Background: an optimization exercise with open tools, aiming at small area, a short achievable clock period and few clock cycles. Do not read the settings as production practice.
Function was checked by simulation only, so behaviour that the tests miss may differ from the original.

==> design.v <==
module cpu (
    input  wire        CLOCK,
    input  wire        RESET,
    output wire [31:0] mem_address,
    output wire        mem_wr,
    output wire [31:0] mem_wdata,
    input  wire [31:0] mem_rdata
);
reg  [31:0] maddr;
reg         mwr;
reg  [31:0] mwdata;
assign mem_address = maddr;
assign mem_wr      = mwr;
assign mem_wdata   = mwdata;
reg         rst_q;
always @(posedge CLOCK) rst_q <= RESET;
localparam [5:0] OP_R = 6'h00, OP_BLM = 6'h01, OP_J = 6'h02, OP_JAL = 6'h03,
                 OP_BEQ = 6'h04, OP_BNE = 6'h05, OP_BLE = 6'h06, OP_BGT = 6'h07,
                 OP_ADDI = 6'h08, OP_ADDIU = 6'h09, OP_SLTI = 6'h0A, OP_LUI = 6'h0F,
                 OP_LB = 6'h20, OP_LH = 6'h21, OP_LW = 6'h23, OP_SB = 6'h28,
                 OP_SH = 6'h29, OP_SW = 6'h2B;
localparam [5:0] F_SLL = 6'h00, F_SRL = 6'h02, F_SRA = 6'h03, F_SLLV = 6'h04,
                 F_XCHG = 6'h05, F_SRAV = 6'h07, F_JR = 6'h08, F_BREAK = 6'h0D,
                 F_MFHI = 6'h10, F_MFLO = 6'h12, F_RTE = 6'h13, F_MULT = 6'h18,
                 F_DIV = 6'h1A, F_ADD = 6'h20, F_SUB = 6'h22, F_AND = 6'h24,
                 F_SLT = 6'h2A;
localparam [1:0] K_LOAD = 2'd0, K_BLM = 2'd1, K_SBSH = 2'd2, K_VEC = 2'd3;
reg  [31:0] fl;              
reg         fli;             
reg         fv0, fv1, fv2;   
reg  [31:0] q0, q1, q2, q3;  
reg  [2:0]  qn;
reg         ev;
reg  [25:0] ef;              
reg  [31:0] ea, eb;
reg  [31:0] epc4;
reg  [31:0] e_btgt;          
reg  [1:0]  estep;
reg         tw;              
reg         tv;              
reg  [1:0]  tcause;          
reg e_add, e_and, e_slt, e_shift, e_lui, e_mfhi, e_mflo, e_jal, e_xchg;
reg e_wr, e_useimm, e_sub;
reg e_beq, e_bne, e_ble, e_bgt, e_blm, e_j, e_jr, e_rte, e_break;
reg e_load, e_sw, e_sbh, e_sb;
reg e_ovt, e_div, e_mult, e_und, e_md;
reg e_shvar, e_shleft, e_sharith;
reg [1:0] e_lsz;
reg [4:0] e_wa0;
reg         l1v, l2v, l3v, l4v;
reg  [1:0]  l1k, l2k, l3k, l4k;
reg  [4:0]  l1r, l2r, l3r, l4r;
reg  [1:0]  l1s, l2s, l3s, l4s;    
reg  [31:0] ldr;
reg  [31:0] epc_r;
reg  [31:0] rf [0:31];
reg  [31:0] rvalid;
reg  [33:0] H;
reg  [31:0] L;
reg  [31:0] M;
reg         mdb, ybit, negq, negr;
reg         m_mul, m_div, m_nega, m_negb, m_negq, m_negr;   
reg  [4:0]  mcnt;
wire [31:0] fl_p4  = fl + 32'd4;
wire [31:0] fpc    = fli ? fl_p4 : fl;    
wire [4:0]  e_rs   = ef[25:21];
wire [4:0]  e_rt   = ef[20:16];
wire [4:0]  e_sh   = ef[10:6];
wire [31:0] e_simm = {{16{ef[15]}}, ef[15:0]};
wire [31:0] opb     = e_useimm ? e_simm : eb;
wire [31:0] opb_x   = e_sub ? ~opb : opb;
wire [32:0] sum_c   = {ea, 1'b1} + {opb_x, e_sub};
wire [31:0] sum     = sum_c[32:1];
wire        ovf     = (ea[31] == opb_x[31]) && (sum[31] != ea[31]);
wire        lt      = sum[31] ^ ovf;
wire        eq      = (ea == eb);
wire        blt     = $signed(ea) < $signed(eb);    
wire [31:0] sh_in  = e_shvar ? ea : eb;
wire [4:0]  sh_amt = e_shvar ? eb[4:0] : e_sh;
reg  [31:0] sh_rev;
integer k;
always @(*) for (k = 0; k < 32; k = k + 1) sh_rev[k] = sh_in[31 - k];
wire [31:0] sh_src = e_shleft ? sh_rev : sh_in;
wire [31:0] sh_r   = $signed({e_sharith & sh_in[31], sh_src}) >>> sh_amt;
reg  [31:0] sh_out;
always @(*) for (k = 0; k < 32; k = k + 1) sh_out[k] = e_shleft ? sh_r[31 - k] : sh_r[k];
wire        wb_load = l4v && l4k == K_LOAD;
reg  [31:0] wb_ldata;
always @(*) begin
    case (l4s)
        2'd0:    wb_ldata = {24'd0, ldr[7:0]};
        2'd1:    wb_ldata = {16'd0, ldr[15:0]};
        default: wb_ldata = ldr;
    endcase
end
reg  [31:0] e_res;
always @(*) begin
    e_res = 32'd0;
    if (e_add)   e_res = e_res | sum;
    if (e_and)   e_res = e_res | (ea & eb);
    if (e_slt)   e_res = e_res | {31'd0, lt};
    if (e_shift) e_res = e_res | sh_out;
    if (e_lui)   e_res = e_res | {ef[15:0], 16'd0};
    if (e_mfhi)  e_res = e_res | H[31:0];
    if (e_mflo)  e_res = e_res | L;
    if (e_jal)   e_res = e_res | epc4;
    if (e_xchg)  e_res = e_res | ((estep == 2'd0) ? ea : eb);
end
wire [4:0] e_wa = (e_xchg && estep != 2'd0) ? e_rs : e_wa0;
wire e_wait = ((e_sbh | e_blm) && estep == 2'd1) || e_break;
wire e_go   = ev && !e_wait && !(e_md && mdb) && !(e_wr && wb_load);
wire trap_ovf = e_ovt && ovf;
wire trap_div = e_div && (eb == 32'd0);
wire trap_now = e_go && estep == 2'd0 && (trap_ovf || trap_div || e_und);
wire sbh_wr  = ev && e_sbh && estep == 2'd1 && l3v && l3k == K_SBSH;
wire blm_cap = ev && e_blm && estep == 2'd1 && l3v && l3k == K_BLM;
wire [11:0] st_a   = ea[11:0] + ef[11:0];
wire [11:0] win_l  = fpc[11:0] - epc4[11:0];    
wire [11:0] st_d   = st_a - (epc4[11:0] - 12'd3);
wire        st_ovl = (win_l != 12'd0) && (st_d < win_l + 12'd3);
reg  [31:0] rtgt;
always @(*) begin
    if (tw)                    rtgt = ldr;
    else if (e_sw | e_sbh)     rtgt = epc4;
    else if (e_j)              rtgt = {epc4[31:28], ef[25:0], 2'b00};
    else if (e_jr)             rtgt = ea;
    else if (e_rte)            rtgt = epc_r;
    else                       rtgt = e_btgt;
end
wire simple   = !(e_load | e_sw | e_sbh | e_blm | e_xchg) && estep == 2'd0;
wire br_take  = (e_beq & eq) | (e_bne & ~eq) | (e_ble & (blt | eq)) | (e_bgt & ~blt & ~eq);
wire vec_in   = tw && l4v && l4k == K_VEC;
wire redirect = vec_in ||
                (e_go && e_sw && st_ovl) ||
                (sbh_wr && st_ovl) ||
                (e_go && e_blm && estep == 2'd2 && blt) ||
                (e_go && simple && !trap_now && (br_take | e_j | e_jr | e_rte));
wire e_done = sbh_wr ||
              (e_go && (e_load | e_sw | (e_blm & estep == 2'd2) | (e_xchg & estep == 2'd1) | simple));
wire e_we   = e_go && e_wr && (estep == 2'd0 || (e_xchg && estep == 2'd1));
wire dop_vec = tv;
wire dop_ld  = !tv && e_go && estep == 2'd0 && (e_load | e_sw | e_sbh | e_blm);
wire dop     = dop_vec | dop_ld | sbh_wr;
wire dwr     = sbh_wr | (dop_ld & e_sw);
wire [31:0] daddr = dop_vec ? {30'd63, tcause} + 32'd1 :
                    (e_blm ? ea : sum);
wire [31:0] dwdata = sbh_wr ? (e_sb ? {mem_rdata[31:8], eb[7:0]} : {mem_rdata[31:16], eb[15:0]}) : eb;
wire        l1_push = dop_vec | dop_ld & ~e_sw;
wire [1:0]  l1_kind = dop_vec ? K_VEC : (e_blm ? K_BLM : (e_sbh ? K_SBSH : K_LOAD));
reg [1:0] estep_n;
always @(*) begin
    estep_n = estep;
    if (blm_cap) estep_n = 2'd2;
    if (e_go && estep == 2'd0) begin
        if (e_xchg)         estep_n = 2'd1;
        else if (e_sbh | e_blm)  estep_n = 2'd1;
    end
end
wire        we    = wb_load | e_we;
wire [4:0]  waddr = wb_load ? l4r : e_wa;
wire [31:0] wdata = wb_load ? wb_ldata : e_res;
wire        qv   = (qn != 3'd0);
wire [5:0]  d_op = q0[31:26];
wire [5:0]  d_fn = q0[5:0];
wire [4:0]  d_rs = q0[25:21];
wire [4:0]  d_rt = q0[20:16];
wire [4:0]  d_rd = q0[15:11];
wire        d_R  = (d_op == OP_R);
wire        d_use_rs = !(d_op == OP_J || d_op == OP_JAL || d_op == OP_LUI);
wire pe = ev && e_load;
function automatic pend_hit(input [4:0] r);
    pend_hit = (pe && e_rt == r) ||
               (l1v && l1k == K_LOAD && l1r == r) ||
               (l2v && l2k == K_LOAD && l2r == r) ||
               (l3v && l3k == K_LOAD && l3r == r);
endfunction
wire d_hazard = (d_use_rs && pend_hit(d_rs)) || pend_hit(d_rt) ||
                (d_R && pend_hit(d_rd)) || (d_op == OP_JAL && pend_hit(5'd31));
wire xfer = qv && !tw && (!ev || e_done) && !d_hazard;
wire [31:0] rs_rf  = rvalid[d_rs] ? rf[d_rs] : ((d_rs == 5'd29) ? 32'd227 : 32'd0);
wire [31:0] rt_rf  = rvalid[d_rt] ? rf[d_rt] : ((d_rt == 5'd29) ? 32'd227 : 32'd0);
wire [31:0] d_rsv  = (we && waddr == d_rs) ? wdata : rs_rf;
wire [31:0] d_rtv  = (we && waddr == d_rt) ? wdata : rt_rf;
wire [2:0]  nfl    = qn + {2'd0, fv0} + {2'd0, fv1} + {2'd0, fv2};
wire [31:0] d_pc4  = fpc - {27'd0, nfl - 3'd1, 2'b00};
wire [16:0] d_boff = {q0[15], q0[15:0]} - {14'd0, nfl - 3'd1};
wire [31:0] d_btgt = {fpc[31:2] + {{13{d_boff[16]}}, d_boff}, fpc[1:0]};
wire f_add  = d_R && d_fn == F_ADD,   f_sub  = d_R && d_fn == F_SUB;
wire f_and  = d_R && d_fn == F_AND,   f_slt  = d_R && d_fn == F_SLT;
wire f_sll  = d_R && d_fn == F_SLL,   f_srl  = d_R && d_fn == F_SRL;
wire f_sra  = d_R && d_fn == F_SRA,   f_sllv = d_R && d_fn == F_SLLV;
wire f_srav = d_R && d_fn == F_SRAV,  f_xchg = d_R && d_fn == F_XCHG;
wire f_jr   = d_R && d_fn == F_JR,    f_brk  = d_R && d_fn == F_BREAK;
wire f_mfhi = d_R && d_fn == F_MFHI,  f_mflo = d_R && d_fn == F_MFLO;
wire f_rte  = d_R && d_fn == F_RTE,   f_mult = d_R && d_fn == F_MULT;
wire f_div  = d_R && d_fn == F_DIV;
wire o_addi = d_op == OP_ADDI, o_addiu = d_op == OP_ADDIU, o_slti = d_op == OP_SLTI;
wire o_lui  = d_op == OP_LUI,  o_beq = d_op == OP_BEQ, o_bne = d_op == OP_BNE;
wire o_ble  = d_op == OP_BLE,  o_bgt = d_op == OP_BGT, o_blm = d_op == OP_BLM;
wire o_j    = d_op == OP_J,    o_jal = d_op == OP_JAL;
wire o_lb   = d_op == OP_LB,   o_lh = d_op == OP_LH, o_lw = d_op == OP_LW;
wire o_sb   = d_op == OP_SB,   o_sh = d_op == OP_SH, o_sw = d_op == OP_SW;
wire o_ld   = o_lb | o_lh | o_lw;
wire o_und  = !(d_R | o_blm | o_j | o_jal | o_beq | o_bne | o_ble | o_bgt |
                o_addi | o_addiu | o_slti | o_lui | o_ld | o_sb | o_sh | o_sw);
wire f_shift = f_sll | f_srl | f_sra | f_sllv | f_srav;
wire d_wr    = f_add | f_sub | f_and | f_slt | f_shift | f_mfhi | f_mflo |
               o_addi | o_addiu | o_slti | o_lui | o_jal | f_xchg;
wire [4:0] d_wa = o_jal ? 5'd31 : ((d_R && !f_xchg) ? d_rd : d_rt);
wire        push   = fv2;
wire [2:0]  qn_pop = qn - {2'd0, xfer};
wire [2:0]  qn_nxt = qn_pop + {2'd0, push};
wire [2:0]  occ    = qn + {2'd0, push} + {2'd0, fv0} + {2'd0, fv1};
wire        credit = xfer ? (occ <= 3'd4) : (occ <= 3'd3);
wire md_start_mul = e_go && estep == 2'd0 && e_mult;
wire md_start_div = e_go && estep == 2'd0 && e_div && !trap_div;
wire md_zero      = e_go && estep == 2'd0 && trap_div;
function automatic [34:0] booth(input [2:0] t, input [31:0] m);
    case (t)
        3'b001, 3'b010: booth = {1'b0, {2{m[31]}}, m};
        3'b011:         booth = {1'b0, m[31], m, 1'b0};
        3'b100:         booth = {1'b1, ~{m[31], m, 1'b0}};
        3'b101, 3'b110: booth = {1'b1, ~{{2{m[31]}}, m}};
        default:        booth = 35'd0;
    endcase
endfunction
wire [34:0] bd1 = booth({L[1:0], ybit}, M);
wire [34:0] bd2 = booth(L[3:1], M);
wire [35:0] hx  = {{2{H[33]}}, H};
wire [35:0] ax1 = {{2{bd1[33]}}, bd1[33:0]};
wire [35:0] ax2 = {bd2[33:0], bd2[34], bd2[34]};
wire [35:0] cs_s = hx ^ ax1 ^ ax2;
wire [35:0] cs_c = {((hx & ax1) | (hx & ax2) | (ax1 & ax2)), bd1[34]} ;
wire [31:0] negv = m_negb ? M : (m_negr ? H[31:0] : L);
wire [35:0] ad_x = m_mul ? cs_s : (m_div ? {3'b000, H[31:0], L[31]} : 36'd0);
wire [35:0] ad_y = m_mul ? cs_c[35:0] : ~{4'b0000, (m_div ? M : negv)};
wire        ad_c = m_mul ? bd2[34] : 1'b1;
wire [36:0] ad_s = {ad_x, 1'b1} + {ad_y, ad_c};
wire [35:0] S    = ad_s[36:1];
wire        dq   = ~S[35];
always @(posedge CLOCK) begin
    if (rst_q) begin
        H <= 34'd0; L <= 32'd0; mdb <= 1'b0;
        m_mul <= 1'b0; m_div <= 1'b0; m_nega <= 1'b0; m_negb <= 1'b0; m_negq <= 1'b0; m_negr <= 1'b0;
    end else if (md_zero) begin
        H <= 34'd0; L <= 32'd0;
    end else if (md_start_mul) begin
        H <= 34'd0; L <= eb; M <= ea; ybit <= 1'b0; mdb <= 1'b1; m_mul <= 1'b1; mcnt <= 5'd7;
    end else if (md_start_div) begin
        H <= 34'd0; L <= ea; M <= eb; mdb <= 1'b1; mcnt <= 5'd31;
        negq <= ea[31] ^ eb[31]; negr <= ea[31];
        m_nega <= ea[31]; m_negb <= !ea[31] && eb[31]; m_div <= !ea[31] && !eb[31];
    end else begin
        if (m_mul) begin
            H <= {{2{S[35]}}, S[35:4]};
            L <= {S[3:0], L[31:4]};
            ybit <= L[3];
            mcnt <= mcnt - 5'd1;
            if (mcnt == 5'd0) begin m_mul <= 1'b0; mdb <= 1'b0; end
        end
        if (m_nega) begin
            L <= S[31:0];
            m_nega <= 1'b0; m_negb <= M[31]; m_div <= !M[31];
        end
        if (m_negb) begin
            M <= S[31:0];
            m_negb <= 1'b0; m_div <= 1'b1;
        end
        if (m_div) begin
            H <= {2'b00, dq ? S[31:0] : {H[30:0], L[31]}};
            L <= {L[30:0], dq};
            mcnt <= mcnt - 5'd1;
            if (mcnt == 5'd0) begin
                m_div <= 1'b0; m_negq <= negq; m_negr <= !negq && negr;
                if (!negq && !negr) mdb <= 1'b0;
            end
        end
        if (m_negq) begin
            L <= S[31:0];
            m_negq <= 1'b0; m_negr <= negr;
            if (!negr) mdb <= 1'b0;
        end
        if (m_negr) begin
            H <= {2'b00, S[31:0]};
            m_negr <= 1'b0; mdb <= 1'b0;
        end
    end
end
always @(posedge CLOCK) begin
    if (rst_q) begin
        maddr <= 32'd0; mwr <= 1'b0; fl <= 32'd0; fli <= 1'b1;
        fv0 <= 1'b1; fv1 <= 1'b0; fv2 <= 1'b0; qn <= 3'd0;
        ev <= 1'b0; estep <= 2'd0; tw <= 1'b0; tv <= 1'b0;
        l1v <= 1'b0; l2v <= 1'b0; l3v <= 1'b0; l4v <= 1'b0;
        epc_r <= 32'd0; rvalid <= 32'd0;
    end else begin
        if (dop) begin
            maddr <= daddr; mwr <= dwr; fv0 <= 1'b0;
            if (redirect) begin fl <= rtgt; fli <= 1'b0; end
        end else if (redirect) begin
            maddr <= rtgt; mwr <= 1'b0; fv0 <= 1'b1; fl <= rtgt; fli <= 1'b1;
        end else if (credit) begin
            maddr <= fpc; mwr <= 1'b0; fv0 <= 1'b1; fl <= fpc; fli <= 1'b1;
        end else begin
            mwr <= 1'b0; fv0 <= 1'b0;
        end
        fv1 <= fv0 & ~redirect;
        fv2 <= fv1 & ~redirect;
        qn  <= redirect ? 3'd0 : qn_nxt;
        if (redirect | trap_now) ev <= 1'b0;
        else if (xfer)     ev <= 1'b1;
        else if (e_done)   ev <= 1'b0;
        if (xfer)          estep <= 2'd0;
        else               estep <= estep_n;
        if (trap_now) epc_r <= {epc4[31:2] + 30'd1, epc4[1:0]};
        if (trap_now) begin
            tv <= 1'b1;
            tcause <= trap_div ? 2'd2 : (trap_ovf ? 2'd1 : 2'd0);
        end else tv <= 1'b0;
        if (trap_now) tw <= 1'b1;
        else if (vec_in) tw <= 1'b0;
        l1v <= l1_push; l2v <= l1v; l3v <= l2v; l4v <= l3v;
        if (we) rvalid[waddr] <= 1'b1;
    end
end
always @(posedge CLOCK) begin
    mwdata <= dwdata;
    if (xfer) begin
        q0 <= (push && qn_pop == 3'd0) ? mem_rdata : q1;
        q1 <= (push && qn_pop == 3'd1) ? mem_rdata : q2;
        q2 <= (push && qn_pop == 3'd2) ? mem_rdata : q3;
        q3 <= mem_rdata;
    end else if (push) begin
        if (qn == 3'd0) q0 <= mem_rdata;
        if (qn == 3'd1) q1 <= mem_rdata;
        if (qn == 3'd2) q2 <= mem_rdata;
        if (qn == 3'd3) q3 <= mem_rdata;
    end
    if (xfer) begin
        ef   <= q0[25:0];
        ea   <= d_rsv;
        eb   <= d_rtv;
        epc4 <= d_pc4;
        e_btgt <= d_btgt;
        e_add <= f_add | f_sub | o_addi | o_addiu;
        e_and <= f_and;  e_slt <= f_slt | o_slti;  e_shift <= f_shift;
        e_lui <= o_lui;  e_mfhi <= f_mfhi;  e_mflo <= f_mflo;  e_jal <= o_jal;
        e_xchg <= f_xchg;
        e_wr <= d_wr;  e_wa0 <= d_wa;
        e_useimm <= o_addi | o_addiu | o_slti | o_ld | o_sb | o_sh | o_sw;
        e_sub <= f_sub | f_slt | o_slti | o_ble | o_bgt | o_blm;
        e_beq <= o_beq;  e_bne <= o_bne;  e_ble <= o_ble;  e_bgt <= o_bgt;  e_blm <= o_blm;
        e_j <= o_j | o_jal;  e_jr <= f_jr;  e_rte <= f_rte;  e_break <= f_brk;
        e_load <= o_ld;  e_sw <= o_sw;  e_sbh <= o_sb | o_sh;  e_sb <= o_sb;
        e_lsz <= o_lb ? 2'd0 : (o_lh ? 2'd1 : 2'd2);
        e_ovt <= f_add | f_sub | o_addi;  e_div <= f_div;  e_mult <= f_mult;  e_und <= o_und;
        e_md <= f_mult | f_div | f_mfhi | f_mflo;
        e_shvar <= f_sllv | f_srav;  e_shleft <= f_sll | f_sllv;  e_sharith <= f_sra | f_srav;
    end else if (blm_cap) begin
        ea   <= mem_rdata;
    end
    l1k <= l1_kind; l1r <= e_rt; l1s <= e_lsz;
    l2k <= l1k; l2r <= l1r; l2s <= l1s;
    l3k <= l2k; l3r <= l2r; l3s <= l2s;
    l4k <= l3k; l4r <= l3r; l4s <= l3s;
    if (l3v) ldr <= mem_rdata;
    if (we) rf[waddr] <= wdata;
end
endmodule
==> run.sh <==
#!/bin/bash
# synth_recipe.tcl (not shown) runs the flow's synth.tcl, then flattens the netlist and writes it again
# the make line also repeats each setting of config.mk as NAME=value (left out here)
make -C /OpenROAD-flow-scripts/flow DESIGN_CONFIG=/design/flow/config.mk WORK_HOME=/design/flow/orfs CLKGATE_MAP_FILE= SYNTH_SCRIPT=/design/flow/synth_recipe.tcl finish
==> config.mk <==
export PLATFORM = sky130hd
export DESIGN_NAME = cpu
export DESIGN_NICKNAME = cpu
export VERILOG_FILES = /design/flow/design.v
export SDC_FILE = /design/flow/constraint.sdc
export NUM_CORES = 4
export LEC_CHECK = 0
export CAP_MARGIN = 20
export CORE_MARGIN = 2
export CORE_UTILIZATION = 30
export PLACE_DENSITY = 0.45
export SLEW_MARGIN = 20
==> constraint.sdc <==
create_clock -name core_clock -period 18.0 [get_ports {CLOCK}]
set_input_delay 3.6000 -clock core_clock [delete_from_list [all_inputs] [get_ports {CLOCK}]]
set_output_delay 3.6000 -clock core_clock [all_outputs]
set_load 0.01 [all_outputs]
==> results of run 1 <==
cell usage after synthesis (24+ instances only):
cell type  number
inv_1         249
xor2_1        112
fa_1           56
clkbuf_1      368
ha_1          224
mux2i_1       273
o21ai_0       357
nor3_1        119
nor4_1         36
nand3_1       139
a21oi_1       433
nand4_1        51
a211oi_1      185
nand2b_1       28
mux4_2        697
a31oi_1        53
a221o_1        34
edfxtp_1     1418
nand2_1       465
o21a_1         25
nor2_1        586
a221oi_1       76
a22oi_1        64
mux2_2        154
buf_2          65
xnor2_1       304
o31ai_1        30
and3_1         40
or3_1          42
o221ai_1       38
a21o_1         79
nor2b_1        24
dfxtp_1       296
buf_1         138
o211ai_1       77
metal layers:
metal | wire (µm) | GRT usage (%) | vias to the layer above | part of all wire, %
li1 | - | - | 30200 | -
met1 | 171000 | 32.6 | 37900 | 40
met2 | 196000 | 39.9 | 3676 | 46
met3 | 32500 | 3.84 | 900 | 7.7
met4 | 23300 | 12.1 | 12 | 5.5
met5 | 76 | 0 | - | 0.018
cell families after synthesis:
| logic type | after synthesis |
|---|---|
| compound gates | 1687 |
| xor+xnor | 418 |
| fa+ha+maj | 281 |
| buf+inv | 837 |
| flops | 1714 |
| mux | 1133 |
| simple gates | 1646 |
cell type report:
cell class                      instances  area share [%]
Timing Repair Buffer                  371            2.80
Multi-Input combinational cell       5165            42.1
Clock inverter                        112            1.05
Clock buffer                          264            5.01
Tap cell                             4346            4.85
Inverter                              253           0.852
Sequential cell                      1714            43.3
Antenna cell                           16          0.0357
through the flow:
stage          hold slack, ns  cell area (µm²)
2_1_floorplan           0.310            98400
3_3_place_gp            0.311           105000
3_5_place_dp            0.312           105000
4_1_cts                 0.326           112000
5_1_grt                 0.334           112000
6_report                0.325           112000
worst reg2reg max path: stages, from the launching register on:
cell	delay [ns]
dfxtp_2	0.80
buf_4	0.52
nor2_1	0.12
nand2_1	0.56
nor2_1	0.09
a211oi_1	0.28
fa_1	0.48
o21ai_0	0.18
ha_1	0.32
a21oi_1	0.23
o211ai_1	0.13
buf_4	0.18
a211o_1	0.27
o21ai_0	0.47
a31oi_1	0.23
o21a_1	0.28
o211a_1	0.31
o31ai_1	0.71
buf_4	0.29
a22oi_1	0.10
a221oi_1	0.35
final timing paths:
path | end | cells past startpoint
worst min-delay path | l2s[1] | 0
worst max-delay path | H[25] | 20
worst max register to register | H[25] | 20
worst min register to register | l2s[1] | 0
==> flow_summary_export.csv, run 1 <==
group,metric,value,unit
run_status,status,"complete, no violations",
worst_setup_path,cp.arrival,7.77,ns
place,port_buffers,98,
worst_setup_path,end_kind,"register",
grt,grt_pass1_wl,582000,µm
grt,grt_start_max_net_pins,114,
place,dpl.hpwl,279000,µm
place,dp_slack,10.59,ns
worst_setup_path,crit_type,"reg2reg",
finish,num-nets-final,8024,
cts,clk_pin_slew,0.07,ns
cts,postCtsResizedCells,0,
synthesis,synth_seq_area_share,49.3,%
finish,largest_register_ff_count,1024,
timing,fmax,143,MHz
worst_setup_path,regToRegSetupSlack,11.00,ns
synthesis,synth_area_per_cell,12.8,µm²
synthesis,synth_top_flop_cell,"edfxtp_1",
synthesis,synth-compound-area-share,11.4,%
cts,root_buffer,"clkbuf_16",
finish,multi_input_area,0.0472,mm²
timing,fin_crit_sh,38.9,%
worst_setup_path,crit_fanout,25,
floorplanning,die_x,577,µm
grt,grt-ovfl-total,0,
timing,setup_tns,0,ns
place,gp_congestion,0.976,
timing,setup_ws,11.00,ns
finish,final_layout_size_suffix_gt1_share,20.4,%
grt,grt.total_usage,24.8,%
finish,finish.utilization,34.3,%
worst_setup_path,crit_path_cell_trace,"buf_4 > nor2_1 > nand2_1 > nor2_1 > a211oi_1 > fa_1 > o21ai_0 > ha_1 > a21oi_1 > o211ai_1 > buf_4 > a211o_1 > o21ai_0 > a31oi_1 > o21a_1 > o211a_1 > o31ai_1 > buf_4 > a22oi_1 > a221oi_1",
worst_setup_path,cpPeakStageDelay,0.80,ns
timing,setup_violations,0,
timing,relSlewSlack,15.8,%
synthesis,yosysTopAreaCell,"edfxtp_1",
synthesis,synth_top_area_share,43.3,%
floorplanning,core,0.327,mm²
timing,tightest_slew,1.26,ns
route,wl,423000,µm
worst_setup_path,critPathTopFamily,"compound AO/OA/AOI/OAI gates",
hold_path,hold_class,"reg2reg",
route,ant_nets,0,
finish,largest-register,"rf",
grt,first_global_vias,71100,
synthesis,ys_types,108,
cts,clock_latency,0.90,ns
floorplanning,ioPinCount,99,
cts,postCtsHoldBufs,0,
synthesis,synth_top_family_by_area,"multiplexers",
finish,reg_top3,"rf (1024), H (33)",
cts,cts_sinks,1714,
synthesis,synth_fp_nets,8030,
finish,syn2layout_area_growth,13.9,%
timing,drv_slew,0,
finish,regArea,0.0486,mm²
floorplanning,die_area,0.333,mm²
worst_setup_path,r2r-start,"L[1]",
finish,final_common_cell,"edfxtp_1",
synthesis,synth_edf_count,1418,
job,cap_violations,0,
cts,h-tree-depth,4,
route,first_iter_violations,9575,
hold_path,min_from,"l1s[1]",
finish,final_cells,12200,
floorplanning,start_util,30.1,%
cts,cts_tree,"done",
cts,post_cts_buffers,0,
cts,clockBufferDepth,4,
timing,min_period,7.00,ns
route,drtPass1Iterations,8,
worst_setup_path,startpoint,"L[1]",
worst_setup_path,required,18.77,ns
timing,finalClockSkew,0.0744,ns
worst_setup_path,cp_common_cell,"buf_4",
synthesis,synthMuxAreaShare,20.6,%
grt,antenna_found_initial,34,
cts,cts_buffers,205,
worst_setup_path,slowest_stage,"dfxtp_2",
floorplanning,die_h,577,µm
synthesis,synthArstFlopShare,0,%
synthesis,synthAdderAreaFrac,4.00,%
finish,fillers,32000,
place,dp.cells,11800,
synthesis,synth.area.top_cells,"edfxtp_1, mux4_2, dfxtp_1",
route,vias,72700,
worst_setup_path,critPathBufInv,3,
synthesis,yosys.area_share.xor_xnor,3.74,%
synthesis,syn_inst,7716,
floorplanning,rows,210,
timing,rsz0062_at_grt,"false",
timing,hold_viol_final,0,
finish,layout_common_cells,"edfxtp_1, mux4_2, nor2_1",
synthesis,synth-simple-area-share,7.66,%
route,vias_per_cell,5.94,
worst_setup_path,crit_path_start_kind,"register",
synthesis,ys_ff_latch,1714,
synthesis,syn_area,0.0984,mm²
synthesis,yosysWarnings,1,
route,wl_per_cell,34.6,µm
route,drc,0,
Testbench counts, summed over its fixed seeds: cycles 39,975.
==> inputs of run 2 (changes only) <==
--- a/design.v
+++ b/design.v
@@ -30,6 +30,7 @@
 reg         fv0, fv1, fv2;   
 reg  [31:0] q0, q1, q2, q3;  
 reg  [2:0]  qn;
+reg  [2:0]  nfl;             
 reg         ev;
 reg  [25:0] ef;              
 reg  [31:0] ea, eb;
@@ -39,6 +40,11 @@
 reg         tw;              
 reg         tv;              
 reg  [1:0]  tcause;          
+reg         sbp;             
+reg         sbs;             
+reg  [31:0] sba;
+reg  [15:0] sbd;
+reg         sbb;             
 reg e_add, e_and, e_slt, e_shift, e_lui, e_mfhi, e_mflo, e_jal, e_xchg;
 reg e_wr, e_useimm, e_sub;
 reg e_beq, e_bne, e_ble, e_bgt, e_blm, e_j, e_jr, e_rte, e_break;
@@ -62,6 +68,7 @@
 reg         m_mul, m_div, m_nega, m_negb, m_negq, m_negr;   
 reg  [4:0]  mcnt;
 wire [31:0] fl_p4  = fl + 32'd4;
+wire        f_issue;         
 wire [31:0] fpc    = fli ? fl_p4 : fl;    
 wire [4:0]  e_rs   = ef[25:21];
 wire [4:0]  e_rt   = ef[20:16];
@@ -107,15 +114,16 @@
     if (e_xchg)  e_res = e_res | ((estep == 2'd0) ? ea : eb);
 end
 wire [4:0] e_wa = (e_xchg && estep != 2'd0) ? e_rs : e_wa0;
-wire e_wait = ((e_sbh | e_blm) && estep == 2'd1) || e_break;
+wire e_mem  = e_load | e_sw | e_sbh | e_blm;
+wire e_wait = (e_blm && estep == 2'd1) || e_break || (e_mem && estep == 2'd0 && sbp);
 wire e_go   = ev && !e_wait && !(e_md && mdb) && !(e_wr && wb_load);
 wire trap_ovf = e_ovt && ovf;
 wire trap_div = e_div && (eb == 32'd0);
 wire trap_now = e_go && estep == 2'd0 && (trap_ovf || trap_div || e_und);
-wire sbh_wr  = ev && e_sbh && estep == 2'd1 && l3v && l3k == K_SBSH;
+wire sbh_wr  = l3v && l3k == K_SBSH;
 wire blm_cap = ev && e_blm && estep == 2'd1 && l3v && l3k == K_BLM;
 wire [11:0] st_a   = ea[11:0] + ef[11:0];
-wire [11:0] win_l  = fpc[11:0] - epc4[11:0];    
+wire [11:0] win_l  = {7'd0, nfl, 2'b00};
 wire [11:0] st_d   = st_a - (epc4[11:0] - 12'd3);
 wire        st_ovl = (win_l != 12'd0) && (st_d < win_l + 12'd3);
 reg  [31:0] rtgt;
@@ -132,19 +140,18 @@
 wire vec_in   = tw && l4v && l4k == K_VEC;
 wire redirect = vec_in ||
                 (e_go && e_sw && st_ovl) ||
-                (sbh_wr && st_ovl) ||
+                (e_go && e_sbh && estep == 2'd0 && st_ovl) ||
                 (e_go && e_blm && estep == 2'd2 && blt) ||
                 (e_go && simple && !trap_now && (br_take | e_j | e_jr | e_rte));
-wire e_done = sbh_wr ||
-              (e_go && (e_load | e_sw | (e_blm & estep == 2'd2) | (e_xchg & estep == 2'd1) | simple));
+wire e_done = (e_go && (e_load | e_sw | (e_sbh & estep == 2'd0) | (e_blm & estep == 2'd2) | (e_xchg & estep == 2'd1) | simple));
 wire e_we   = e_go && e_wr && (estep == 2'd0 || (e_xchg && estep == 2'd1));
-wire dop_vec = tv;
+wire dop_vec = tv && !sbp;
 wire dop_ld  = !tv && e_go && estep == 2'd0 && (e_load | e_sw | e_sbh | e_blm);
 wire dop     = dop_vec | dop_ld | sbh_wr;
 wire dwr     = sbh_wr | (dop_ld & e_sw);
-wire [31:0] daddr = dop_vec ? {30'd63, tcause} + 32'd1 :
+wire [31:0] daddr = sbh_wr ? sba : dop_vec ? {30'd63, tcause} + 32'd1 :
                     (e_blm ? ea : sum);
-wire [31:0] dwdata = sbh_wr ? (e_sb ? {mem_rdata[31:8], eb[7:0]} : {mem_rdata[31:16], eb[15:0]}) : eb;
+wire [31:0] dwdata = sbh_wr ? (sbb ? {mem_rdata[31:8], sbd[7:0]} : {mem_rdata[31:16], sbd}) : eb;
 wire        l1_push = dop_vec | dop_ld & ~e_sw;
 wire [1:0]  l1_kind = dop_vec ? K_VEC : (e_blm ? K_BLM : (e_sbh ? K_SBSH : K_LOAD));
 reg [1:0] estep_n;
@@ -153,7 +160,7 @@
     if (blm_cap) estep_n = 2'd2;
     if (e_go && estep == 2'd0) begin
         if (e_xchg)         estep_n = 2'd1;
-        else if (e_sbh | e_blm)  estep_n = 2'd1;
+        else if (e_blm)  estep_n = 2'd1;
     end
 end
 wire        we    = wb_load | e_we;
@@ -181,10 +188,10 @@
 wire [31:0] rt_rf  = rvalid[d_rt] ? rf[d_rt] : ((d_rt == 5'd29) ? 32'd227 : 32'd0);
 wire [31:0] d_rsv  = (we && waddr == d_rs) ? wdata : rs_rf;
 wire [31:0] d_rtv  = (we && waddr == d_rt) ? wdata : rt_rf;
-wire [2:0]  nfl    = qn + {2'd0, fv0} + {2'd0, fv1} + {2'd0, fv2};
-wire [31:0] d_pc4  = fpc - {27'd0, nfl - 3'd1, 2'b00};
-wire [16:0] d_boff = {q0[15], q0[15:0]} - {14'd0, nfl - 3'd1};
-wire [31:0] d_btgt = {fpc[31:2] + {{13{d_boff[16]}}, d_boff}, fpc[1:0]};
+wire [4:0]  d_off  = (fli ? 5'd8 : 5'd4) - {nfl, 2'b00};
+wire [31:0] d_pc4  = fl + {{27{d_off[4]}}, d_off};
+wire [16:0] d_boff = {q0[15], q0[15:0]} + {{14{d_off[4]}}, d_off[4:2]};
+wire [31:0] d_btgt = fl + {{13{d_boff[16]}}, d_boff, 2'b00};
 wire f_add  = d_R && d_fn == F_ADD,   f_sub  = d_R && d_fn == F_SUB;
 wire f_and  = d_R && d_fn == F_AND,   f_slt  = d_R && d_fn == F_SLT;
 wire f_sll  = d_R && d_fn == F_SLL,   f_srl  = d_R && d_fn == F_SRL;
@@ -208,10 +215,13 @@
                o_addi | o_addiu | o_slti | o_lui | o_jal | f_xchg;
 wire [4:0] d_wa = o_jal ? 5'd31 : ((d_R && !f_xchg) ? d_rd : d_rt);
 wire        push   = fv2;
-wire [2:0]  qn_pop = qn - {2'd0, xfer};
-wire [2:0]  qn_nxt = qn_pop + {2'd0, push};
-wire [2:0]  occ    = qn + {2'd0, push} + {2'd0, fv0} + {2'd0, fv1};
-wire        credit = xfer ? (occ <= 3'd4) : (occ <= 3'd3);
+wire [2:0]  qn_nxt = qn - {2'd0, xfer} + {2'd0, push};
+wire [2:0]  occ    = nfl;
+wire [11:0] sb_fd  = fpc[11:0] - sba[11:0] + 12'd3;
+wire        credit = (xfer ? (occ <= 3'd4) : (occ <= 3'd3)) && !(sbp && (sbs || sb_fd < 12'd7));
+assign      f_issue = !dop && (redirect ? !sbp : credit);
+wire [3:0]  qa = push ? {qn == 3'd4, qn == 3'd3, qn == 3'd2, qn == 3'd1} : 4'd0;
+wire [3:0]  qb = push ? {qn == 3'd3, qn == 3'd2, qn == 3'd1, qn == 3'd0} : 4'd0;
 wire md_start_mul = e_go && estep == 2'd0 && e_mult;
 wire md_start_div = e_go && estep == 2'd0 && e_div && !trap_div;
 wire md_zero      = e_go && estep == 2'd0 && trap_div;
@@ -289,14 +299,16 @@
 always @(posedge CLOCK) begin
     if (rst_q) begin
         maddr <= 32'd0; mwr <= 1'b0; fl <= 32'd0; fli <= 1'b1;
-        fv0 <= 1'b1; fv1 <= 1'b0; fv2 <= 1'b0; qn <= 3'd0;
-        ev <= 1'b0; estep <= 2'd0; tw <= 1'b0; tv <= 1'b0;
+        fv0 <= 1'b1; fv1 <= 1'b0; fv2 <= 1'b0; qn <= 3'd0; nfl <= 3'd1;
+        ev <= 1'b0; estep <= 2'd0; tw <= 1'b0; tv <= 1'b0; sbp <= 1'b0;
         l1v <= 1'b0; l2v <= 1'b0; l3v <= 1'b0; l4v <= 1'b0;
         epc_r <= 32'd0; rvalid <= 32'd0;
     end else begin
         if (dop) begin
             maddr <= daddr; mwr <= dwr; fv0 <= 1'b0;
             if (redirect) begin fl <= rtgt; fli <= 1'b0; end
+        end else if (redirect && sbp) begin
+            fl <= rtgt; fli <= 1'b0; mwr <= 1'b0; fv0 <= 1'b0;
         end else if (redirect) begin
             maddr <= rtgt; mwr <= 1'b0; fv0 <= 1'b1; fl <= rtgt; fli <= 1'b1;
         end else if (credit) begin
@@ -307,6 +319,7 @@
         fv1 <= fv0 & ~redirect;
         fv2 <= fv1 & ~redirect;
         qn  <= redirect ? 3'd0 : qn_nxt;
+        nfl <= redirect ? {2'd0, f_issue} : nfl - {2'd0, xfer} + {2'd0, f_issue};
         if (redirect | trap_now) ev <= 1'b0;
         else if (xfer)     ev <= 1'b1;
         else if (e_done)   ev <= 1'b0;
@@ -316,7 +329,10 @@
         if (trap_now) begin
             tv <= 1'b1;
             tcause <= trap_div ? 2'd2 : (trap_ovf ? 2'd1 : 2'd0);
-        end else tv <= 1'b0;
+        end else if (dop_vec) tv <= 1'b0;
+        if (dop_ld && e_sbh) begin
+            sbp <= 1'b1; sbs <= st_ovl; sba <= sum; sbd <= eb[15:0]; sbb <= e_sb;
+        end else if (sbh_wr) sbp <= 1'b0;
         if (trap_now) tw <= 1'b1;
         else if (vec_in) tw <= 1'b0;
         l1v <= l1_push; l2v <= l1v; l3v <= l2v; l4v <= l3v;
@@ -325,17 +341,10 @@
 end
 always @(posedge CLOCK) begin
     mwdata <= dwdata;
-    if (xfer) begin
-        q0 <= (push && qn_pop == 3'd0) ? mem_rdata : q1;
-        q1 <= (push && qn_pop == 3'd1) ? mem_rdata : q2;
-        q2 <= (push && qn_pop == 3'd2) ? mem_rdata : q3;
-        q3 <= mem_rdata;
-    end else if (push) begin
-        if (qn == 3'd0) q0 <= mem_rdata;
-        if (qn == 3'd1) q1 <= mem_rdata;
-        if (qn == 3'd2) q2 <= mem_rdata;
-        if (qn == 3'd3) q3 <= mem_rdata;
-    end
+    if (xfer | qb[0]) q0 <= xfer ? (qa[0] ? mem_rdata : q1) : mem_rdata;
+    if (xfer | qb[1]) q1 <= xfer ? (qa[1] ? mem_rdata : q2) : mem_rdata;
+    if (xfer | qb[2]) q2 <= xfer ? (qa[2] ? mem_rdata : q3) : mem_rdata;
+    if (xfer | qb[3]) q3 <= mem_rdata;
     if (xfer) begin
         ef   <= q0[25:0];
         ea   <= d_rsv;
==> run 2 against run 1 <==
Against the previous run: clock-buffer cell count grew 16; sequential cell count grew 54; highest routed layer unchanged.
==> flow_summary_export.csv, run 2 <==
group,metric,value,unit
run_status,status,"complete, no violations",
timing,min_period,6.84,ns
timing,rsz0062_at_grt,"false",
finish,num-nets-final,8254,
synthesis,synth.area.top_cells,"edfxtp_1, mux4_2, dfxtp_1",
synthesis,synth.cells.most_frequent,"edfxtp_1, mux4_2, nor2_1",
floorplanning,die_x,585,µm
floorplanning,die_area,0.342,mm²
finish,largest_register_ff_count,1024,
cts,h-tree-depth,4,
cts,postCtsHoldBufs,0,
hold_path,min_from,"l3s[1]",
worst_setup_path,required,18.64,ns
finish,final_cells,12600,
worst_setup_path,rr_worst_depth,26,
timing,setup_tns,0,ns
cts,clk_pin_slew,0.06,ns
timing,finalClockSkew,0.0720,ns
worst_setup_path,rr_endpoint,"e_btgt[30]",
synthesis,yosysWarnings,1,
timing,drv_slew,0,
floorplanning,start_util,30.1,%
cts,cts_tree,"done",
finish,reg_top3,"rf (1024), H (33)",
synthesis,syn_inst,7921,
worst_setup_path,crit_path_start_kind,"register",
timing,setup_violations,0,
cts,clockBufferDepth,4,
synthesis,ys_types,111,
route,first_iter_violations,8916,
finish,layout_common_cells,"edfxtp_1, mux4_2, nor2_1",
finish,syn2layout_area_growth,13.4,%
finish,fillers,32900,
worst_setup_path,regToRegSetupSlack,11.16,ns
synthesis,synthArstFlopShare,0,%
worst_setup_path,end_kind,"register",
worst_setup_path,r2r-start,"fli",
synthesis,syn_area,0.101,mm²
timing,tightest_slew,1.24,ns
hold_path,holdPathEnd,"l4s[1]",
place,dpl_cell_area,0.108,mm²
place,port_buffers,98,
cts,post_cts_buffers,0,
route,vias,74400,
grt,grt.total_usage,25.1,%
grt,grt_start_max_net_pins,120,
floorplanning,die_h,585,µm
route,wl_per_cell,34.8,µm
place,gp_congestion,0.961,
finish,final_common_cell,"edfxtp_1",
cts,cts_buffers,210,
cts,clock_latency,0.92,ns
synthesis,synth_fp_nets,8274,
timing,hold_viol_final,0,
grt,grt_pass1_wl,603000,µm
job,cap_violations,0,
route,drtPass1Iterations,9,
timing,relSlewSlack,16.4,%
route,vias_per_cell,5.90,
hold_path,hold_class,"reg2reg",
synthesis,synth_top_area_share,43.6,%
finish,final_layout_size_suffix_gt1_share,19.8,%
timing,fin_crit_sh,38.0,%
finish,largest-register,"rf",
synthesis,yosysTopAreaCell,"edfxtp_1",
timing,fmax,146,MHz
worst_setup_path,crit_type,"reg2reg",
cts,cts_sinks,1768,
place,dp.cells,12200,
synthesis,ys_ff_latch,1768,
route,wl,439000,µm
finish,stdcell_area,0.115,mm²
synthesis,synth_area_per_cell,12.8,µm²
synthesis,synth_top_flop_cell,"edfxtp_1",
worst_setup_path,crit_fanout,42,
hold_path,holdPathStages,0,
floorplanning,rows,213,
route,ant_nets,0,
cts,postCtsResizedCells,0,
grt,grt-ovfl-total,0,
synthesis,synth_seq_area_share,49.5,%
synthesis,synth_edf_count,1468,
route,drc,0,
grt,antenna_found_initial,30,
grt,first_global_vias,72400,
worst_setup_path,cp.arrival,7.49,ns
floorplanning,ioPinCount,99,
cts,root_buffer,"clkbuf_16",
finish,finish.utilization,34.1,%
floorplanning,core,0.336,mm²
place,dpl.hpwl,293000,µm
synthesis,synth_most_common_cell,"edfxtp_1",
-- run 2: area by class of cell --
cell class | count | area, µm² | share of cell area, %
diodes | 16 | 40.0 | 0.0349
clock buffers | 280 | 5830 | 5.08
clock inverters | 105 | 887 | 0.773
inverters | 245 | 927 | 0.808
multi-input cells | 5319 | 48300 | 42.1
flip-flops and latches | 1768 | 50100 | 43.7
well taps | 4515 | 5650 | 4.92
repair buffers | 357 | 2960 | 2.58
-- run 2: how the worst max path moves through the flow --
stage	to	from	slack [ns]	cells after the start
after detailed placement	e_btgt[30]	fli	11.30	26
final	e_btgt[30]	fli	11.16	26
after global placement	e_btgt[30]	fli	11.34	26
after floorplan	e_btgt[30]	nfl[0]	10.79	25
after CTS	e_btgt[30]	fli	11.25	26
after global routing	e_btgt[30]	fli	10.67	26
-- run 2: cells by family (layout without fill, tap and decap cells) --
family | Yosys count | in the layout | synth area share, %
adders and majority gates | 320 | 320 | 4.36
muxes | 1164 | 1164 | 20.3
DFF | 1768 | 1768 | 49.5
buffers and inverters | 834 | 987 | 3.21
AOI/OAI and AO/OA | 1781 | 1781 | 11.8
and+or+nand+nor | 1679 | 1679 | 7.63
other | 0 | 16 | 0
xor gates and xnor gates | 375 | 375 | 3.27
-- run 2: metrics by stage --
step / worst slack, ns / hold WS [ns]
3_3_place_gp: 11.34 / 0.311
5_1_grt: 10.67 / 0.336
6_report: 11.16 / 0.326
4_1_cts: 11.25 / 0.326
2_1_floorplan: 10.79 / 0.310
3_5_place_dp: 11.30 / 0.312
-- run 2: critical path, stage by stage (launching register included) --
cell and delay, ns:
dfxtp_1 0.56, ha_1 0.21, inv_1 0.05, fa_1 0.40, xnor2_2 0.16, buf_4 0.45, ha_1 0.39, nor2b_1 0.17
o31a_1 0.28, o211ai_1 0.24, a21boi_0 0.12, o21a_1 0.19, o41ai_1 0.55, o21ai_0 0.25, nor3_1 0.17, mux2_2 0.38
ha_1 0.35, a21o_1 0.20, a21o_1 0.17, a21oi_1 0.14, o21a_1 0.15, o21a_1 0.12, o31ai_1 0.08, nor4_1 0.31
o41ai_1 0.15, a21oi_1 0.19, xnor2_1 0.08
-- run 2: per-layer routing --
metal	up-vias	global-route usage, %	routed length [µm]
met5	-	0	76
met3	867	3.48	29500
met1	38800	32.8	178000
li1	31200	-	-
met2	3507	40.9	206000
met4	12	12.4	25300
Testbench counts of run 2, summed over its fixed seeds: cycles 38,933.
==> inputs of run 3 (changes only) <==
--- a/design.v
+++ b/design.v
@@ -47,17 +47,16 @@
 reg         sbb;             
 reg e_add, e_and, e_slt, e_shift, e_lui, e_mfhi, e_mflo, e_jal, e_xchg;
 reg e_wr, e_useimm, e_sub;
-reg e_beq, e_bne, e_ble, e_bgt, e_blm, e_j, e_jr, e_rte, e_break;
+reg e_beq, e_bne, e_ble, e_bgt, e_blm, e_break;
 reg e_load, e_sw, e_sbh, e_sb;
 reg e_ovt, e_div, e_mult, e_und, e_md;
 reg e_shvar, e_shleft, e_sharith;
 reg [1:0] e_lsz;
 reg [4:0] e_wa0;
-reg         l1v, l2v, l3v, l4v;
-reg  [1:0]  l1k, l2k, l3k, l4k;
-reg  [4:0]  l1r, l2r, l3r, l4r;
-reg  [1:0]  l1s, l2s, l3s, l4s;    
-reg  [31:0] ldr;
+reg         l1v, l2v, l3v;
+reg  [1:0]  l1k, l2k, l3k;
+reg  [4:0]  l1r, l2r, l3r;
+reg  [1:0]  l1s, l2s, l3s;    
 reg  [31:0] epc_r;
 reg  [31:0] rf [0:31];
 reg  [31:0] rvalid;
@@ -91,13 +90,13 @@
 wire [31:0] sh_r   = $signed({e_sharith & sh_in[31], sh_src}) >>> sh_amt;
 reg  [31:0] sh_out;
 always @(*) for (k = 0; k < 32; k = k + 1) sh_out[k] = e_shleft ? sh_r[31 - k] : sh_r[k];
-wire        wb_load = l4v && l4k == K_LOAD;
+wire        wb_load = l3v && l3k == K_LOAD;
 reg  [31:0] wb_ldata;
 always @(*) begin
-    case (l4s)
-        2'd0:    wb_ldata = {24'd0, ldr[7:0]};
-        2'd1:    wb_ldata = {16'd0, ldr[15:0]};
-        default: wb_ldata = ldr;
+    case (l3s)
+        2'd0:    wb_ldata = {24'd0, mem_rdata[7:0]};
+        2'd1:    wb_ldata = {16'd0, mem_rdata[15:0]};
+        default: wb_ldata = mem_rdata;
     endcase
 end
 reg  [31:0] e_res;
@@ -128,21 +127,18 @@
 wire        st_ovl = (win_l != 12'd0) && (st_d < win_l + 12'd3);
 reg  [31:0] rtgt;
 always @(*) begin
-    if (tw)                    rtgt = ldr;
+    if (tw)                    rtgt = mem_rdata;
     else if (e_sw | e_sbh)     rtgt = epc4;
-    else if (e_j)              rtgt = {epc4[31:28], ef[25:0], 2'b00};
-    else if (e_jr)             rtgt = ea;
-    else if (e_rte)            rtgt = epc_r;
     else                       rtgt = e_btgt;
 end
 wire simple   = !(e_load | e_sw | e_sbh | e_blm | e_xchg) && estep == 2'd0;
 wire br_take  = (e_beq & eq) | (e_bne & ~eq) | (e_ble & (blt | eq)) | (e_bgt & ~blt & ~eq);
-wire vec_in   = tw && l4v && l4k == K_VEC;
+wire vec_in   = tw && l3v && l3k == K_VEC;
 wire redirect = vec_in ||
                 (e_go && e_sw && st_ovl) ||
                 (e_go && e_sbh && estep == 2'd0 && st_ovl) ||
                 (e_go && e_blm && estep == 2'd2 && blt) ||
-                (e_go && simple && !trap_now && (br_take | e_j | e_jr | e_rte));
+                (e_go && simple && !trap_now && br_take);
 wire e_done = (e_go && (e_load | e_sw | (e_sbh & estep == 2'd0) | (e_blm & estep == 2'd2) | (e_xchg & estep == 2'd1) | simple));
 wire e_we   = e_go && e_wr && (estep == 2'd0 || (e_xchg && estep == 2'd1));
 wire dop_vec = tv && !sbp;
@@ -164,7 +160,7 @@
     end
 end
 wire        we    = wb_load | e_we;
-wire [4:0]  waddr = wb_load ? l4r : e_wa;
+wire [4:0]  waddr = wb_load ? l3r : e_wa;
 wire [31:0] wdata = wb_load ? wb_ldata : e_res;
 wire        qv   = (qn != 3'd0);
 wire [5:0]  d_op = q0[31:26];
@@ -178,8 +174,7 @@
 function automatic pend_hit(input [4:0] r);
     pend_hit = (pe && e_rt == r) ||
                (l1v && l1k == K_LOAD && l1r == r) ||
-               (l2v && l2k == K_LOAD && l2r == r) ||
-               (l3v && l3k == K_LOAD && l3r == r);
+               (l2v && l2k == K_LOAD && l2r == r);
 endfunction
 wire d_hazard = (d_use_rs && pend_hit(d_rs)) || pend_hit(d_rt) ||
                 (d_R && pend_hit(d_rd)) || (d_op == OP_JAL && pend_hit(5'd31));
@@ -219,7 +214,11 @@
 wire [2:0]  occ    = nfl;
 wire [11:0] sb_fd  = fpc[11:0] - sba[11:0] + 12'd3;
 wire        credit = (xfer ? (occ <= 3'd4) : (occ <= 3'd3)) && !(sbp && (sbs || sb_fd < 12'd7));
-assign      f_issue = !dop && (redirect ? !sbp : credit);
+wire        dredir  = xfer && (o_j | o_jal | f_jr | f_rte) && !redirect && !trap_now;
+wire        anyredir = redirect | dredir;
+wire [31:0] dtgt    = f_jr ? d_rsv : (f_rte ? epc_r : {d_pc4[31:28], q0[25:0], 2'b00});
+wire [31:0] atgt    = redirect ? rtgt : dtgt;
+assign      f_issue = !dop && (anyredir ? !sbp : credit);
 wire [3:0]  qa = push ? {qn == 3'd4, qn == 3'd3, qn == 3'd2, qn == 3'd1} : 4'd0;
 wire [3:0]  qb = push ? {qn == 3'd3, qn == 3'd2, qn == 3'd1, qn == 3'd0} : 4'd0;
 wire md_start_mul = e_go && estep == 2'd0 && e_mult;
@@ -301,25 +300,25 @@
         maddr <= 32'd0; mwr <= 1'b0; fl <= 32'd0; fli <= 1'b1;
         fv0 <= 1'b1; fv1 <= 1'b0; fv2 <= 1'b0; qn <= 3'd0; nfl <= 3'd1;
         ev <= 1'b0; estep <= 2'd0; tw <= 1'b0; tv <= 1'b0; sbp <= 1'b0;
-        l1v <= 1'b0; l2v <= 1'b0; l3v <= 1'b0; l4v <= 1'b0;
+        l1v <= 1'b0; l2v <= 1'b0; l3v <= 1'b0;
         epc_r <= 32'd0; rvalid <= 32'd0;
     end else begin
         if (dop) begin
             maddr <= daddr; mwr <= dwr; fv0 <= 1'b0;
-            if (redirect) begin fl <= rtgt; fli <= 1'b0; end
-        end else if (redirect && sbp) begin
-            fl <= rtgt; fli <= 1'b0; mwr <= 1'b0; fv0 <= 1'b0;
-        end else if (redirect) begin
-            maddr <= rtgt; mwr <= 1'b0; fv0 <= 1'b1; fl <= rtgt; fli <= 1'b1;
+            if (anyredir) begin fl <= atgt; fli <= 1'b0; end
+        end else if (anyredir && sbp) begin
+            fl <= atgt; fli <= 1'b0; mwr <= 1'b0; fv0 <= 1'b0;
+        end else if (anyredir) begin
+            maddr <= atgt; mwr <= 1'b0; fv0 <= 1'b1; fl <= atgt; fli <= 1'b1;
         end else if (credit) begin
             maddr <= fpc; mwr <= 1'b0; fv0 <= 1'b1; fl <= fpc; fli <= 1'b1;
         end else begin
             mwr <= 1'b0; fv0 <= 1'b0;
         end
-        fv1 <= fv0 & ~redirect;
-        fv2 <= fv1 & ~redirect;
-        qn  <= redirect ? 3'd0 : qn_nxt;
-        nfl <= redirect ? {2'd0, f_issue} : nfl - {2'd0, xfer} + {2'd0, f_issue};
+        fv1 <= fv0 & ~anyredir;
+        fv2 <= fv1 & ~anyredir;
+        qn  <= anyredir ? 3'd0 : qn_nxt;
+        nfl <= anyredir ? {2'd0, f_issue} : nfl - {2'd0, xfer} + {2'd0, f_issue};
         if (redirect | trap_now) ev <= 1'b0;
         else if (xfer)     ev <= 1'b1;
         else if (e_done)   ev <= 1'b0;
@@ -335,7 +334,7 @@
         end else if (sbh_wr) sbp <= 1'b0;
         if (trap_now) tw <= 1'b1;
         else if (vec_in) tw <= 1'b0;
-        l1v <= l1_push; l2v <= l1v; l3v <= l2v; l4v <= l3v;
+        l1v <= l1_push; l2v <= l1v; l3v <= l2v;
         if (we) rvalid[waddr] <= 1'b1;
     end
 end
@@ -359,7 +358,7 @@
         e_useimm <= o_addi | o_addiu | o_slti | o_ld | o_sb | o_sh | o_sw;
         e_sub <= f_sub | f_slt | o_slti | o_ble | o_bgt | o_blm;
         e_beq <= o_beq;  e_bne <= o_bne;  e_ble <= o_ble;  e_bgt <= o_bgt;  e_blm <= o_blm;
-        e_j <= o_j | o_jal;  e_jr <= f_jr;  e_rte <= f_rte;  e_break <= f_brk;
+  e_break <= f_brk;
         e_load <= o_ld;  e_sw <= o_sw;  e_sbh <= o_sb | o_sh;  e_sb <= o_sb;
         e_lsz <= o_lb ? 2'd0 : (o_lh ? 2'd1 : 2'd2);
         e_ovt <= f_add | f_sub | o_addi;  e_div <= f_div;  e_mult <= f_mult;  e_und <= o_und;
@@ -371,8 +370,6 @@
     l1k <= l1_kind; l1r <= e_rt; l1s <= e_lsz;
     l2k <= l1k; l2r <= l1r; l2s <= l1s;
     l3k <= l2k; l3r <= l2r; l3s <= l2s;
-    l4k <= l3k; l4r <= l3r; l4s <= l3s;
-    if (l3v) ldr <= mem_rdata;
     if (we) rf[waddr] <= wdata;
 end
 endmodule
==> flow/run.sh (new file) <==
#!/bin/bash
# The standard layout (the standard.sh: standard synthesis, floorplan, placement,
# CTS, routing), with the setup repair asked to leave a large slack margin so that it
# sizes and buffers the critical paths for a short achieved period. The clock period
# and the constraints are unchanged. make's output goes to flow_make.log here; each
# ORFS step also writes its own log under orfs/logs/.
set -euo pipefail
bash standard.sh SETUP_SLACK_MARGIN=12.5 TNS_END_PERCENT=100 finish > flow_make.log 2>&1
==> standard.sh (new file) <==
#!/bin/bash
# synth_recipe.tcl (not shown) runs the flow's synth.tcl, then flattens the netlist and writes it again
# the make line also repeats each setting of config.mk as NAME=value (left out here)
make -C /OpenROAD-flow-scripts/flow DESIGN_CONFIG=/design/flow/config.mk WORK_HOME=/design/flow/orfs CLKGATE_MAP_FILE= SYNTH_SCRIPT=/design/flow/synth_recipe.tcl "${@:-finish}"
removed: run.sh
==> run 3 against run 2 <==
Against the previous run: clock skew fell by 0.014 ns; largest cell class is now multi-input combinational cells; critical endpoint is now rf[9][1]; sequential cell count fell by 45.
==> flow_summary_export.csv, run 3 <==
group,metric,value,unit
floorplanning,ioPinCount,99,
cts,h-tree-depth,4,
cts,clock_latency,0.93,ns
finish,final_layout_size_suffix_gt1_share,22.7,%
floorplanning,start_util,30.1,%
timing,fin_crit_sh,31.2,%
hold_path,min_from,"l2s[0]",
timing,holdWs,0.326,ns
place,gp_congestion,1.01,
job,cap_violations,0,
place,port_buffers,98,
worst_setup_path,rr_worst_depth,29,
worst_setup_path,crit_fanout,32,
worst_setup_path,cpPeakStageDelay,0.92,ns
cts,cts_buffers,208,
synthesis,ys_types,105,
worst_setup_path,crit_path_cell_trace,"clkdlybuf4s50_1 > buf_4 > o22ai_1 > clkinvlp_4",
route,drtPass1Iterations,8,
cts,root_buffer,"clkbuf_16",
cts,cts_tree,"done",
place,dpl.hpwl,307000,µm
synthesis,synth_seq_area_share,48.2,%
hold_path,hold_class,"reg2reg",
synthesis,synthArstFlopShare,0,%
grt,grt_start_max_net_pins,105,
worst_setup_path,r2r-start,"nfl[1]",
finish,finish.utilization,35.1,%
cts,clk_pin_slew,0.06,ns
route,vias_per_cell,6.01,
finish,reg_top3,"rf (1024), H (33)",
floorplanning,die_area,0.342,mm²
route,drc,0,
route,vias,78500,
worst_setup_path,regToRegSetupSlack,12.43,ns
timing,drv_slew,0,
finish,largest-register,"rf",
hold_path,holdPathEnd,"l3s[0]",
finish,largest_register_ff_count,1024,
synthesis,synth_fp_nets,8591,
synthesis,syn_area,0.101,mm²
worst_setup_path,rr_endpoint,"e_btgt[30]",
cts,postCtsHoldBufs,0,
worst_setup_path,slowest_stage,"clkinvlp_4",
worst_setup_path,cp.arrival,6.04,ns
floorplanning,die_x,585,µm
worst_setup_path,crit_type,"in2reg",
route,wl,462000,µm
timing,relSlewSlack,22.0,%
route,first_iter_violations,9738,
cts,clockBufferDepth,4,
synthesis,synth.cells.most_frequent,"edfxtp_1, mux4_2, nor2_1",
floorplanning,rows,213,
timing,finalClockSkew,0.0581,ns
floorplanning,die_h,585,µm
synthesis,synth.area.top_cells,"edfxtp_1, mux4_2, dfxtp_1",
synthesis,synth_area_per_cell,12.3,µm²
timing,setup_violations,0,
worst_setup_path,end_kind,"register",
timing,setup_tns,0,ns
synthesis,synth_top_area_share,42.5,%
finish,layout_common_cells,"edfxtp_1, mux4_2, nor2_1",
grt,grt.total_usage,26.3,%
timing,hold_viol_final,0,
grt,grt-ovfl-total,0,
timing,rsz0062_at_grt,"true",
finish,final_common_cell,"edfxtp_1",
grt,grt_pass1_wl,631000,µm
run_status,status,"complete, no violations",
synthesis,synth_top_flop_cell,"edfxtp_1",
synthesis,yosysTopAreaCell,"edfxtp_1",
synthesis,synth_most_common_cell,"edfxtp_1",
route,wl_per_cell,35.4,µm
synthesis,syn_inst,8237,
timing,fmax,178,MHz
synthesis,synth_edf_count,1433,
grt,antenna_found_initial,48,
synthesis,yosysWarnings,1,
hold_path,holdPathStages,0,
timing,min_period,5.61,ns
timing,tightest_slew,1.14,ns
cts,cts_sinks,1723,
floorplanning,core,0.336,mm²
worst_setup_path,required,18.43,ns
worst_setup_path,crit_path_start_kind,"input port",
worst_setup_path,startpoint,"mem_rdata[1]",
finish,num-nets-final,8707,
synthesis,ys_ff_latch,1723,
route,ant_nets,0,
grt,first_global_vias,76100,
finish,syn2layout_area_growth,16.6,%
-- run 3: cell types whose count changed after synthesis, sizes merged, moves of 35 or more --
cell,before,now
xnor2,240,284
nand2,478,535
xor2,133,84
clkbuf,385,425
a221oi,127,68
nor3,126,192
o22ai,50,95
edfxtp,1468,1433
a211oi,131,216
-- run 3: worst max path at each step --
stage,end,slack [ns]
3_3_place_gp,nfl[2],10.05
6_report,rf[9][1],12.39
5_1_grt,e_btgt[30],12.16
4_1_cts,e_btgt[31],12.30
3_5_place_dp,nfl[2],10.10
2_1_floorplan,e_btgt[31],12.25
-- run 3: through the flow --
stage | cells | setup slack (ns) | instance area (µm²)
after CTS | 13000 | 12.30 | 117000
after global placement | 12500 | 10.05 | 109000
final | 13100 | 12.39 | 118000
after floorplan | 8237 | 12.25 | 101000
after global routing | 13100 | 12.16 | 118000
after detailed placement | 12500 | 10.10 | 109000
-- run 3: layer usage --
metal,vias to the layer above,routed length [µm],GRT usage [%]
met1,40700,186000,34.4
met4,20,29000,14.4
li1,32600,-,-
met2,4158,210000,41.4
met3,1042,37000,4.57
met5,-,138,0
-- run 3: what timing repair did --
item / 4_1_cts / 5_1_grt
setup buffers: 64 / 33
resized for setup: 170 / 129
setup endpoints to repair: 710 / 207
pin swaps: 52 / 70
gates cloned: 9 / 3
-- run 3: layout make-up --
| class | count | area, µm² |
|---|---|---|
| multi-input combinational | 5622 | 50400 |
| sequential | 1723 | 48900 |
| fill | 32900 | 218000 |
| clock inverter | 118 | 1350 |
| clock buffer | 270 | 5720 |
| antenna | 21 | 52.6 |
| tap | 4515 | 5650 |
| inverter | 256 | 1010 |
| timing repair buffer | 541 | 4840 |
| timing repair inverter | 1 | 5.00 |
-- run 3: logic make-up after synthesis --
kind of cell    share of synthesized area [%]
mux                                      19.3
xor+xnor                                 3.21
flops                                    48.2
compound gates                           13.0
buf+inv                                  3.47
fa+ha+maj                                4.36
simple gates                             8.46
-- run 3: critical path, delay by kind of cell --
family / cells / cell delay [ns]
buffers and inverters: 3 / 1.53
AOI/OAI and AO/OA: 1 / 0.83
Testbench counts of run 3, summed over its fixed seeds: cycles 38,149.

## port drivers added, routing unchanged
No port has a modelled driver above. Below, the same layouts with a new extraction and two added sets of constraints. Step 1 (the two cells are an assumption about what drives the block):
set clk [get_ports {CLOCK}]
set_driving_cell -lib_cell sky130_fd_sc_hd__clkbuf_16 $clk
set_driving_cell -lib_cell sky130_fd_sc_hd__buf_2 [delete_from_list [all_inputs] $clk]
Step 2 moves the port delays by t, midway between the first and last clock arrival at a register: inputs arrive t later, outputs are due t later. That takes back most of the time a late clock gives input paths. Three values: no drivers, after step 1, after step 2; two values: the first two.
run	t (ns)	slack for setup (ns)	worst setup path after step 2	clock arrival spread, ns	slew at the worst register clock pin (ns)
run 1	0.958	11.000 / 11.000 / 11.000	register to register	0.077 / 0.077	0.07 / 0.07
run 2	0.980	11.157 / 11.157 / 11.157	register to register	0.072 / 0.072	0.07 / 0.07
run 3	0.990	12.389 / 12.421 / 11.467	input to register	0.062 / 0.061	0.07 / 0.07
After both steps every run listed still meets setup and hold. The setup slack of run 3, which loses most, moves by +0.032 ns with the drivers and by -0.922 ns with both steps.
